This is an optimization exercise on Yosys and OpenROAD, whose aim is small area, a short achievable clock period and few clock cycles per item, not a production implementation. Where RTL was checked, it was by simulation tests only, not by an equivalence proof against the original. No activity file was given, so power comes from the tool's default toggle rates.

== lagoon ==
==> flow/design.v <==
`timescale 1ns / 1ps
module fifo(
  input  logic       clk_i,
  input  logic       resetn_i,
  input  logic       push_i,
  input  logic [3:0] data_i,
  input  logic       pop_i,
  output logic [3:0] head_o,
  output logic       hvalid_o
);
  logic [3:0] mem [15:0];
  logic [4:0] write, read, read1;
  logic [3:0] head;
  logic       hvalid;
  logic       more;        
  assign head_o   = head;
  assign hvalid_o = hvalid;
  assign more     = ( write != read ) && ( write != read1 );
  always @( posedge clk_i )
    if( push_i )
      mem[write[3:0]] <= data_i;
  always @( posedge clk_i )
    if( !resetn_i )
      begin
        write  <= 5'd0;
        read   <= 5'd0;
        read1  <= 5'd1;
        hvalid <= 1'b0;
      end
    else
      begin
        if( push_i )
          write <= write + 5'd1;
        if( pop_i )
          begin
            read  <= read1;
            read1 <= read1 + 5'd1;
          end
        hvalid <= pop_i ? ( more || push_i ) : ( hvalid || push_i );
      end
  always @( posedge clk_i )
    if( pop_i )
      head <= more ? mem[read1[3:0]] : data_i;
    else if( !hvalid )
      head <= data_i;
endmodule
`timescale 1ns / 1ps
module memory #(
  parameter DATA_WIDTH = 8
)(
  input  logic                  clk_i,
  input  logic                  resetn_i,
  input  logic [3:0]            waddr_i,
  input  logic                  wr_i,
  input  logic                  set_i,      
  input  logic [DATA_WIDTH-1:0] data_i,
  input  logic [15:0]           rsel_i,     
  input  logic                  clr_i,      
  output logic [DATA_WIDTH-1:0] data_o,
  output logic                  valid_o
);
  logic [15:0]           valid;
  logic [15:0]           wsel;
  logic [DATA_WIDTH-1:0] mem [15:0];
  always_comb
    for( int k = 0; k < 16; k++ )
      wsel[k] = wr_i && ( waddr_i == k[3:0] );
  always @( posedge clk_i )
    for( int k = 0; k < 16; k++ )
      if( wsel[k] )
        mem[k] <= data_i;
  always @( posedge clk_i )
    if( !resetn_i )
      valid <= '0;
    else
      for( int k = 0; k < 16; k++ )
        if( wsel[k] && set_i )
          valid[k] <= 1'b1;
        else if( rsel_i[k] && clr_i )
          valid[k] <= 1'b0;
  always_comb
    begin
      data_o  = '0;
      valid_o = 1'b0;
      for( int k = 0; k < 16; k++ )
        begin
          data_o  = data_o  | ( mem[k] & {DATA_WIDTH{rsel_i[k]}} );
          valid_o = valid_o | ( valid[k] & rsel_i[k] );
        end
    end
endmodule
`timescale 1ns / 1ps
module reorder_buffer #(
  parameter DATA_WIDTH = 32
)(
  input  logic                    clk,
  input  logic                    rst_n,
  input  logic            [3:0]   s_arid_i,
  input  logic                    s_arvalid_i,
  output logic                    s_arready_o,
  output logic [DATA_WIDTH-1:0]   s_rdata_o,
  output logic            [3:0]   s_rid_o,
  output logic                    s_rvalid_o,
  input  logic                    s_rready_i,
  output logic            [3:0]   m_arid_o,
  output logic                    m_arvalid_o,
  input  logic                    m_arready_i,
  input  logic [DATA_WIDTH-1:0]   m_rdata_i,
  input  logic            [3:0]   m_rid_i,
  input  logic                    m_rvalid_i,
  output logic                    m_rready_o
);
  logic                  ar_hand_shake;
  logic [3:0]            head_id;
  logic                  head_valid;
  logic [15:0]           head_sel;
  logic [DATA_WIDTH-1:0] stored_data;
  logic                  stored;
  logic                  arrives;
  logic                  load;
  logic                  out_valid;
  logic [3:0]            out_id;
  logic [DATA_WIDTH-1:0] out_data;
  assign m_arid_o      = s_arid_i;
  assign m_arvalid_o   = s_arvalid_i;
  assign s_arready_o   = m_arready_i;
  assign ar_hand_shake = s_arvalid_i && m_arready_i;
  assign m_rready_o    = 1'b1;
  fifo FIFO(
    .clk_i    ( clk ),
    .resetn_i ( rst_n ),
    .push_i   ( ar_hand_shake ),
    .data_i   ( s_arid_i ),
    .pop_i    ( load ),
    .head_o   ( head_id ),
    .hvalid_o ( head_valid )
  );
  always_comb
    for( int k = 0; k < 16; k++ )
      head_sel[k] = ( head_id == k[3:0] );
  memory #(
    .DATA_WIDTH ( DATA_WIDTH )
  ) MEM (
    .clk_i    ( clk ),
    .resetn_i ( rst_n ),
    .waddr_i  ( m_rid_i ),
    .wr_i     ( m_rvalid_i ),
    .set_i    ( !( load && !stored ) ),
    .data_i   ( m_rdata_i ),
    .rsel_i   ( head_sel ),
    .clr_i    ( load ),
    .data_o   ( stored_data ),
    .valid_o  ( stored )
  );
  assign arrives = m_rvalid_i && ( m_rid_i == head_id );
  assign load    = head_valid && ( !out_valid || s_rready_i ) && ( stored || arrives );
  always @( posedge clk )
    if( !rst_n )
      out_valid <= 1'b0;
    else if( load )
      out_valid <= 1'b1;
    else if( s_rready_i )
      out_valid <= 1'b0;
  always @( posedge clk )
    if( load )
      begin
        out_id   <= head_id;
        out_data <= stored ? stored_data : m_rdata_i;
      end
  assign s_rvalid_o = out_valid;
  assign s_rid_o    = out_id;
  assign s_rdata_o  = out_data;
endmodule
clock: 4.7 ns
lec_check: 0
cap_margin: 20
core_margin: 2
core_utilization: 40
slew_margin: 20
run.sh (not shown) runs the stock make flow with config.mk's settings and CLKGATE_MAP_FILE= SYNTH_SCRIPT=/design/flow/synth_recipe.tcl, a recipe that flattens the netlist after the stock synthesis.
--- input diff lagoon..pepper ---
diff --git a/flow/config.mk b/flow/config.mk
--- a/flow/config.mk
+++ b/flow/config.mk
@@ -9,3 +9,4 @@
 export CORE_MARGIN = 2
 export CORE_UTILIZATION = 40
+export SETUP_SLACK_MARGIN = 2.5
 export SLEW_MARGIN = 20
==> summary.txt <==
In pepper the critical path depth in cells turned out 3 higher than in lagoon.
Power after layout essentially unchanged between lagoon and pepper.
pepper vs. lagoon: utilization went up; number of failing setup endpoints in the final timing report level.
No run of this note included a check of the RTL's function; only the layout flow was run.

---

Setup of xenon:
Another version of the RTL of reorder_buffer (not shown whole).
Size in the first run: roughly 90 I/O pins, about 24000 sq um of cells after synthesis.
export LEC_CHECK = 0
export CAP_MARGIN = 20
export CORE_MARGIN = 2
export CORE_UTILIZATION = 40
export CTS_CLUSTER_DIAMETER = 80
export CTS_CLUSTER_SIZE = 25
export SETUP_SLACK_MARGIN = 2.5
export SLEW_MARGIN = 20
create_clock -name core_clock -period 4.7 [get_ports {clk}]
standard.sh (not shown) runs the stock make flow with config.mk's settings and CLKGATE_MAP_FILE= SYNTH_SCRIPT=/design/flow/synth_recipe.tcl, a recipe that flattens the netlist after the stock synthesis.
==> flow/flow/run.sh <==
#!/bin/bash
# The standard layout, with the port buffers that buffer_ports inserts made
# plain sky130_fd_sc_hd__buf_4 cells instead of the delay cells it picks by
# default. The make output goes to standard.log in the work folder; each
# ORFS step keeps its own log under orfs/logs as usual.
set -euo pipefail
export BUFFER_PORTS_ARGS="-buffer_cell sky130_fd_sc_hd__buf_4"
bash standard.sh > standard.log 2>&1
xenon has completed all stages; timing, DRC and antenna checks passed.
Testbench counts of xenon, summed over its fixed seeds: cycles 15,082, items 8,192.
For zinc, these inputs were changed with respect to xenon:
==> flow/flow/run.sh <==
#!/bin/bash
# The standard layout, with the port buffers that buffer_ports inserts made
# plain sky130_fd_sc_hd__buf_2 cells instead of the delay cells it picks by
# default. The make output goes to standard.log in the work folder; each
# ORFS step keeps its own log under orfs/logs as usual.
set -euo pipefail
export BUFFER_PORTS_ARGS="-buffer_cell sky130_fd_sc_hd__buf_2"
bash standard.sh > standard.log 2>&1
--- outcome ---
zinc: all stages complete, timing, DRC and antenna checks passed
Cell area in zinc vs xenon: down about 1%
zinc: routed length per placed instance lower than xenon
Via total after detailed routing sits lower in zinc than in xenon.
Relative contribution of combinational cells to total power was higher in the run labelled xenon.

---

## fjord
reorder_buffer again, from the RTL that the note above started with.
clock: 4.7 ns
lec_check: 0
cap_margin: 20
core_margin: 2
core_utilization: 40
cts_cluster_diameter: 70
cts_cluster_size: 30
setup_slack_margin: 2.5
slew_margin: 20
==> flow/flow/run.sh <==
#!/bin/bash
# The standard layout, with the port buffers that buffer_ports inserts made
# plain sky130_fd_sc_hd__buf_2 cells instead of the delay cells it picks by
# default. The make output goes to standard.log in the work folder; each
# ORFS step keeps its own log under orfs/logs as usual.
set -euo pipefail
export BUFFER_PORTS_ARGS="-buffer_cell sky130_fd_sc_hd__buf_2"
bash standard.sh > standard.log 2>&1
Testbench counts of fjord, summed over its fixed seeds: cycles 15,082, items 8,192.
The following lists how sierra was set up differently from fjord:
# fjord
export LEC_CHECK = 0
export CAP_MARGIN = 20
export CORE_MARGIN = 2
export CORE_UTILIZATION = 40
export CTS_CLUSTER_DIAMETER = 70
export CTS_CLUSTER_SIZE = 30
export SETUP_SLACK_MARGIN = 2.5
export SLEW_MARGIN = 20
create_clock -name core_clock -period 4.7 [get_ports {clk}]
# sierra
export LEC_CHECK = 0
export CAP_MARGIN = 20
export CORE_MARGIN = 2
export CORE_UTILIZATION = 40
export CTS_CLUSTER_DIAMETER = 80
export CTS_CLUSTER_SIZE = 25
export SETUP_SLACK_MARGIN = 2.5
export SLEW_MARGIN = 20
export TNS_END_PERCENT = 20
create_clock -name core_clock -period 4.7 [get_ports {clk}]
--- outcome ---
Number of setup buffers added after CTS is higher on fjord. fjord was larger in final cell area than sierra. As far as number of maximum-capacitance violations goes, sierra and fjord are indistinguishable; the numbers are identical. sierra ends up with a cell count along the critical path that is 2 higher than in fjord. Delay of the slowest cell on the worst path in sierra vs fjord: down 0.16 ns. On first-pass iteration count of the detailed router, the lower figure sits with sierra, not fjord.
Input changes introduced in willow (baseline for comparison: sierra):
# sierra
export LEC_CHECK = 0
export CAP_MARGIN = 20
export CORE_MARGIN = 2
export CORE_UTILIZATION = 40
export CTS_CLUSTER_DIAMETER = 80
export CTS_CLUSTER_SIZE = 25
export SETUP_SLACK_MARGIN = 2.5
export SLEW_MARGIN = 20
export TNS_END_PERCENT = 20
create_clock -name core_clock -period 4.7 [get_ports {clk}]
# willow
export LEC_CHECK = 0
export CAP_MARGIN = 20
export CORE_MARGIN = 2
export CORE_UTILIZATION = 40
export CTS_CLUSTER_DIAMETER = 80
export CTS_CLUSTER_SIZE = 25
export SETUP_SLACK_MARGIN = 2.55
export SLEW_MARGIN = 20
create_clock -name core_clock -period 4.7 [get_ports {clk}]
==> comparison <==
Critical path class = reg2reg: sierra; critical path class = reg2out: willow. willow vs. sierra: wire length shows an increase of 12,000 um, design area higher. Lower clock network power consumption was reported by willow, not sierra.
### willow -> ember
# willow
export LEC_CHECK = 0
export CAP_MARGIN = 20
export CORE_MARGIN = 2
export CORE_UTILIZATION = 40
export CTS_CLUSTER_DIAMETER = 80
export CTS_CLUSTER_SIZE = 25
export SETUP_SLACK_MARGIN = 2.55
export SLEW_MARGIN = 20
create_clock -name core_clock -period 4.7 [get_ports {clk}]
# ember
export LEC_CHECK = 0
export CAP_MARGIN = 20
export CORE_MARGIN = 2
export CORE_UTILIZATION = 40
export CTS_CLUSTER_DIAMETER = 80
export CTS_CLUSTER_SIZE = 25
export SETUP_SLACK_MARGIN = 2.5
export SLEW_MARGIN = 20
create_clock -name core_clock -period 4.7 [get_ports {clk}]
==> flow/flow/run.sh <==
#!/bin/bash
# The standard layout, with the port buffers that buffer_ports inserts made
# plain sky130_fd_sc_hd__buf_2 cells instead of the delay cells it picks by
# default, and gates off the critical paths downsized after global
# route. The make output goes to standard.log in the work folder; each
# ORFS step keeps its own log under orfs/logs as usual.
set -euo pipefail
export BUFFER_PORTS_ARGS="-buffer_cell sky130_fd_sc_hd__buf_2"
# after the timing repair at global route, downsize gates off the critical paths
export RECOVER_POWER=100
bash standard.sh > standard.log 2>&1
[summary]
- ember finished all stages; layout check result: FAIL, due to max-capacitance violations, max-slew violations.
- willow finished all stages; the layout is clean.
- The total number of vias reported for ember is smaller than that of willow by about 3%.
- Count of clock-buffer cells in the layout sits higher in ember than in willow.
- Looking at cell at the slowest stage of the critical path, the sky130_fd_sc_hd__edfxtp_1 result is from willow; the sky130_fd_sc_hd__and2_0 one comes from ember.
- From willow to ember the numbers moved as follows: first-pass GRT wire length now sits lower, proportion of power drawn by flip-flops and latches picked up an extra 0.7 points, clock group share of total power picked up an extra 0.2 points.
#### Input delta (nickel over ember)
# ember
export LEC_CHECK = 0
export CAP_MARGIN = 20
export CORE_MARGIN = 2
export CORE_UTILIZATION = 40
export CTS_CLUSTER_DIAMETER = 80
export CTS_CLUSTER_SIZE = 25
export SETUP_SLACK_MARGIN = 2.5
export SLEW_MARGIN = 20
create_clock -name core_clock -period 4.7 [get_ports {clk}]
# nickel
export LEC_CHECK = 0
export CAP_MARGIN = 20
export CORE_MARGIN = 2
export CORE_UTILIZATION = 40
export CTS_CLUSTER_DIAMETER = 100
export CTS_CLUSTER_SIZE = 30
export SETUP_SLACK_MARGIN = 2.65
export SLEW_MARGIN = 20
create_clock -name core_clock -period 4.7 [get_ports {clk}]
==> flow/run.sh (new file) <==
#!/bin/bash
# synth_recipe.tcl (not shown) runs the flow's synth.tcl, then flattens the netlist and writes it again
# the make line also repeats each setting of config.mk as NAME=value (left out here)
make -C /OpenROAD-flow-scripts/flow DESIGN_CONFIG=/design/flow/config.mk WORK_HOME=/design/flow/orfs CLKGATE_MAP_FILE= SYNTH_SCRIPT=/design/flow/synth_recipe.tcl finish
removed: flow/flow/run.sh
removed: flow/standard.sh
==> summary.txt <==
nickel completed end to end with timing, DRC and antenna clean.
nickel vs. ember: met2 routed wirelength went up by 3.5%.
Comparing nickel and ember, the higher number of cells on the worst reg-to-reg path is on nickel.
nickel ended up with sky130_fd_sc_hd__edfxtp_1 as its slowest cell on the critical path; ember ended up with sky130_fd_sc_hd__and2_0.
Sort nickel and ember by final routed wirelength across all metal layers, descending, and nickel comes first.
On worst setup slack, the lower figure sits with ember, not nickel.
NOTE footprint of the multi-input gates ember->nickel increased by more than 10%
Relative to ember, wire length of the first global-routing pass increased by 3.5% in nickel.
Number of violations reported at the end of detailed-routing iteration 0, nickel and ember: lower on nickel
Setup changes, nickel to tundra
# nickel
export LEC_CHECK = 0
export CAP_MARGIN = 20
export CORE_MARGIN = 2
export CORE_UTILIZATION = 40
export CTS_CLUSTER_DIAMETER = 100
export CTS_CLUSTER_SIZE = 30
export SETUP_SLACK_MARGIN = 2.65
export SLEW_MARGIN = 20
create_clock -name core_clock -period 4.7 [get_ports {clk}]
# tundra
export LEC_CHECK = 0
export CAP_MARGIN = 20
export CORE_MARGIN = 2
export CORE_UTILIZATION = 40
export CTS_CLUSTER_DIAMETER = 80
export CTS_CLUSTER_SIZE = 25
export SETUP_SLACK_MARGIN = 2.5
export SLEW_MARGIN = 20
create_clock -name core_clock -period 4.7 [get_ports {clk}]
==> flow/flow/run.sh (new file) <==
#!/bin/bash
# The standard layout, with the port buffers that buffer_ports inserts made
# plain sky130_fd_sc_hd__buf_1 cells instead of the delay cells it picks by
# default. The make output goes to standard.log in the work folder; each
# ORFS step keeps its own log under orfs/logs as usual.
set -euo pipefail
export BUFFER_PORTS_ARGS="-buffer_cell sky130_fd_sc_hd__buf_1"
bash standard.sh > standard.log 2>&1
==> flow/standard.sh (new file) <==
#!/bin/bash
# synth_recipe.tcl (not shown) runs the flow's synth.tcl, then flattens the netlist and writes it again
# the make line also repeats each setting of config.mk as NAME=value (left out here)
make -C /OpenROAD-flow-scripts/flow DESIGN_CONFIG=/design/flow/config.mk WORK_HOME=/design/flow/orfs CLKGATE_MAP_FILE= SYNTH_SCRIPT=/design/flow/synth_recipe.tcl "${@:-finish}"
removed: flow/run.sh
Findings:
Compared tundra vs nickel, and clock network fraction of total power is up in tundra. Looking at relative contribution of combinational cells to total power, tundra sits 1.6 points below nickel. Comparing initial detailed-routing violation count for nickel and tundra, the smaller number came from nickel. The run showing the smaller combined area of the multi-input logic cells is tundra. Min power across nickel and tundra: nickel. Cell area after placement in tundra is 2.7% below nickel. Looking at layout overhead on the synthesized area across nickel and tundra, the one that comes out higher is nickel. Re final cell count: nickel and tundra aren't equal, and the lower value belongs to tundra. tundra vs nickel — transition time at the pin with the least slew margin rose 0.15 ns.

==> static timing again, ports no longer ideal <==
Ports are ideal in the flow. The routed layouts listed here were re-timed in OpenROAD.
Step 1 sets driving cells, clkbuf_16 on the clock port and buf_2 on the other inputs (assumed; they add their load-dependent delay and slew).
Step 2, shift: input delay + t, output delay - t, t = (earliest + latest rising clock arrival at the registers) / 2. This alone moves slack from input paths to output paths.
Slacks: ideal / step 1 / step 2; pairs: ideal / step 1.
run | t (ns) | setup WS [ns] | latest minus earliest clock arrival (ns)
lagoon | 0.671 | 1.328 / 1.328 / 0.958 | 0.038 / 0.037
pepper | 0.663 | 1.944 / 1.944 / 1.404 | 0.020 / 0.020
xenon | 0.682 | 2.255 / 2.293 / 1.610 | 0.032 / 0.033
zinc | 0.700 | 2.495 / 2.459 / 1.856 | 0.036 / 0.036
fjord | 0.631 | 2.447 / 2.460 / 1.852 | 0.064 / 0.065
sierra | 0.621 | 2.426 / 2.426 / 1.950 | 0.039 / 0.039
willow | 0.683 | 2.424 / 2.362 / 1.786 | 0.040 / 0.040
ember | 0.698 | 1.490 / 1.490 / 0.938 | 0.026 / 0.026
nickel | 0.669 | 2.401 / 2.401 / 2.026 | 0.030 / 0.029
tundra | 0.645 | 2.504 / 2.460 / 1.934 | 0.045 / 0.045
For xenon, which loses most, drivers alone change the setup slack by +0.038 ns; drivers and shift together by -0.645 ns.
